Background: an optimization exercise with open tools, aiming at small area and few clock cycles per item. Do not read the settings as production practice. At most, simulation tests tie the RTL to the original design; equivalence was not proved. No driver is modelled on the clock port, so clock power and skew are understated where the tree is cut down; a real chip needs a root buffer or a tree. Power figures rest on the tool's default switching activity, not on a simulated workload.

== run 5 ==
==> flow/design.v <==
module aq_axils_sample
(
  input         ARESETN,
  input         ACLK,
  input [31:0]  S_AXI_AWADDR,
  input [3:0]   S_AXI_AWCACHE,
  input [2:0]   S_AXI_AWPROT,
  input         S_AXI_AWVALID,
  output        S_AXI_AWREADY,
  input [31:0]  S_AXI_WDATA,
  input [3:0]   S_AXI_WSTRB,
  input         S_AXI_WVALID,
  output        S_AXI_WREADY,
  output        S_AXI_BVALID,
  input         S_AXI_BREADY,
  output [1:0]  S_AXI_BRESP,
  input [31:0]  S_AXI_ARADDR,
  input [3:0]   S_AXI_ARCACHE,
  input [2:0]   S_AXI_ARPROT,
  input         S_AXI_ARVALID,
  output        S_AXI_ARREADY,
  output [31:0] S_AXI_RDATA,
  output [1:0]  S_AXI_RRESP,
  output        S_AXI_RVALID,
  input         S_AXI_RREADY,
  output [31:0] LOCAL_REG0,
  output [31:0] LOCAL_REG1,
  output [31:0] LOCAL_REG2,
  output [31:0] LOCAL_REG3
);
  reg           bvalid, rvalid;
  reg [3:0]     rsel;
  reg [31:0]    reg_data0, reg_data1, reg_data2, reg_data3;
  wire          wr_go  = S_AXI_AWVALID & S_AXI_WVALID;
  wire          rd_go  = S_AXI_ARVALID;
  wire          wr_map = ( S_AXI_AWADDR[7:4] == 4'd0 );
  wire          rd_map = ( S_AXI_ARADDR[7:4] == 4'd0 );
  assign S_AXI_AWREADY  = S_AXI_WVALID;
  assign S_AXI_WREADY   = S_AXI_AWVALID;
  assign S_AXI_BVALID   = bvalid;
  assign S_AXI_BRESP    = 2'b00;
  assign S_AXI_ARREADY  = S_AXI_ARVALID;
  assign S_AXI_RVALID   = rvalid;
  assign S_AXI_RRESP    = 2'b00;
  assign S_AXI_RDATA    = ( {32{rsel[0]}} & reg_data0 ) |
                          ( {32{rsel[1]}} & reg_data1 ) |
                          ( {32{rsel[2]}} & reg_data2 ) |
                          ( {32{rsel[3]}} & reg_data3 );
  always @( posedge ACLK or negedge ARESETN ) begin
    if( !ARESETN ) begin
      bvalid <= 1'b0;
      rvalid <= 1'b0;
    end else begin
      if( wr_go )
        bvalid <= 1'b1;
      else if( S_AXI_BREADY )
        bvalid <= 1'b0;
      if( rd_go )
        rvalid <= 1'b1;
      else if( S_AXI_RREADY )
        rvalid <= 1'b0;
    end
  end
  always @( posedge ACLK ) begin
    if( rd_go ) begin
      rsel[0] <= rd_map & ( S_AXI_ARADDR[3:2] == 2'd0 );
      rsel[1] <= rd_map & ( S_AXI_ARADDR[3:2] == 2'd1 );
      rsel[2] <= rd_map & ( S_AXI_ARADDR[3:2] == 2'd2 );
      rsel[3] <= rd_map & ( S_AXI_ARADDR[3:2] == 2'd3 );
    end
  end
  wire          wr_reg = wr_go & wr_map;
  wire [31:0]   wr_data = S_AXI_WDATA & {32{ARESETN}};
  wire          wr_en0 = ~ARESETN | ( wr_reg & ( S_AXI_AWADDR[3:2] == 2'd0 ) );
  wire          wr_en1 = ~ARESETN | ( wr_reg & ( S_AXI_AWADDR[3:2] == 2'd1 ) );
  wire          wr_en2 = ~ARESETN | ( wr_reg & ( S_AXI_AWADDR[3:2] == 2'd2 ) );
  wire          wr_en3 = ~ARESETN | ( wr_reg & ( S_AXI_AWADDR[3:2] == 2'd3 ) );
  always @( posedge ACLK ) begin
    if( wr_en0 ) reg_data0 <= wr_data;
    if( wr_en1 ) reg_data1 <= wr_data;
    if( wr_en2 ) reg_data2 <= wr_data;
    if( wr_en3 ) reg_data3 <= wr_data;
  end
  assign LOCAL_REG0 = reg_data0;
  assign LOCAL_REG1 = reg_data1;
  assign LOCAL_REG2 = reg_data2;
  assign LOCAL_REG3 = reg_data3;
endmodule
clock: 5.0 ns
lec_check: 0
cap_margin: 0
core_margin: 2
core_utilization: 70
slew_margin: 0
standard.sh (not shown) runs the stock make flow with config.mk's settings and CLKGATE_MAP_FILE= SYNTH_SCRIPT=/design/flow/synth_recipe.tcl, a recipe that flattens the netlist after the stock synthesis.
==> flow/flow/run.sh <==
#!/bin/bash
# The standard layout, with the smallest buffer cell on the ports, a
# hand-built clock tree (flow/clock_tree.tcl) in place of TritonCTS, and
# cells sized down after it (flow/recover.tcl).
set -euo pipefail
bash standard.sh "BUFFER_PORTS_ARGS=-buffer_cell sky130_fd_sc_hd__buf_1" \
  "PRE_CTS_TCL=$PWD/flow/clock_tree.tcl" \
  "POST_CTS_TCL=$PWD/flow/recover.tcl" \
  finish > standard_flow.log 2>&1
Other scripts of this flow, unchanged in this note and not shown: flow/flow/clock_tree.tcl, flow/flow/recover.tcl
Testbench counts of run 5, summed over its fixed seeds: cycles 4,096, items 2,048.
The inputs of run 1 differ from those of run 5 as listed below.
--- a/flow/design.v
+++ b/flow/design.v
@@ -28,9 +28,11 @@
   output [31:0] LOCAL_REG2,
   output [31:0] LOCAL_REG3
 );
   reg           bvalid, rvalid;
-  reg [3:0]     rsel;
+  reg [1:0]     raddr;
+  reg           rmap;
+  wire [3:0]    rsel;
   reg [31:0]    reg_data0, reg_data1, reg_data2, reg_data3;
   wire          wr_go  = S_AXI_AWVALID & S_AXI_WVALID;
   wire          rd_go  = S_AXI_ARVALID;
   wire          wr_map = ( S_AXI_AWADDR[7:4] == 4'd0 );
@@ -62,14 +64,16 @@
     end
   end
   always @( posedge ACLK ) begin
     if( rd_go ) begin
-      rsel[0] <= rd_map & ( S_AXI_ARADDR[3:2] == 2'd0 );
-      rsel[1] <= rd_map & ( S_AXI_ARADDR[3:2] == 2'd1 );
-      rsel[2] <= rd_map & ( S_AXI_ARADDR[3:2] == 2'd2 );
-      rsel[3] <= rd_map & ( S_AXI_ARADDR[3:2] == 2'd3 );
+      raddr <= S_AXI_ARADDR[3:2];
+      rmap  <= rd_map;
     end
   end
+  assign rsel[0] = rmap & ( raddr == 2'd0 );
+  assign rsel[1] = rmap & ( raddr == 2'd1 );
+  assign rsel[2] = rmap & ( raddr == 2'd2 );
+  assign rsel[3] = rmap & ( raddr == 2'd3 );
   wire          wr_reg = wr_go & wr_map;
   wire [31:0]   wr_data = S_AXI_WDATA & {32{ARESETN}};
   wire          wr_en0 = ~ARESETN | ( wr_reg & ( S_AXI_AWADDR[3:2] == 2'd0 ) );
   wire          wr_en1 = ~ARESETN | ( wr_reg & ( S_AXI_AWADDR[3:2] == 2'd1 ) );
Notes after the runs:
Going from run 5 to run 1, post-detailed-routing wire length shrinks by 1100 microns.
Delta (run 1 minus run 5): total power climbed 1.1%, post-synth design cell area went up by 210 sq um, number of nets at the end of the flow shows a reduction of 3, cell area climbed 3.7%, number of enable-type register cells in the synthesized netlist fell 1.
Lower final clock period utilization by the worst path goes to run 5 over run 1.
Compared with run 5, run 1 shows wire length of the first global-routing pass higher by 1.2%.
| combinational share of power | higher: run 1 |
From run 5 to run 1 the numbers moved as follows: share of synthesized cell area in and, or, nand and nor gates decreased 2.8 points; number of standard cells in the layout, taps in and fillers out fell by 4.
The RTL of run 1 was laid out without a check of its function. No run of this note takes its clock network from TritonCTS; it comes from the design's own scripts or RTL.

[static timing again, ports no longer ideal]
Ports are ideal in the flow. The routed layouts listed here were re-timed in OpenROAD.
Step 1 sets driving cells, clkbuf_16 on the clock port and buf_2 on the other inputs (assumed; they add their load-dependent delay and slew).
Step 2 moves the port delays by t, midway between the first and last clock arrival at a register: inputs arrive t later, outputs are due t later. That takes back most of the time a late clock gives input paths.
Slacks: no drivers / after step 1 / after step 2; pairs: no drivers / after step 1.
run | t, ns | setup slack, ns | worst data-port slew with drivers (ns)
run 5 | 0.466 | 1.265 / 1.232 / 1.386 | 0.10
run 1 | 0.495 | 1.055 / 1.019 / 1.454 | 0.10
After both steps every run listed still meets setup and hold.
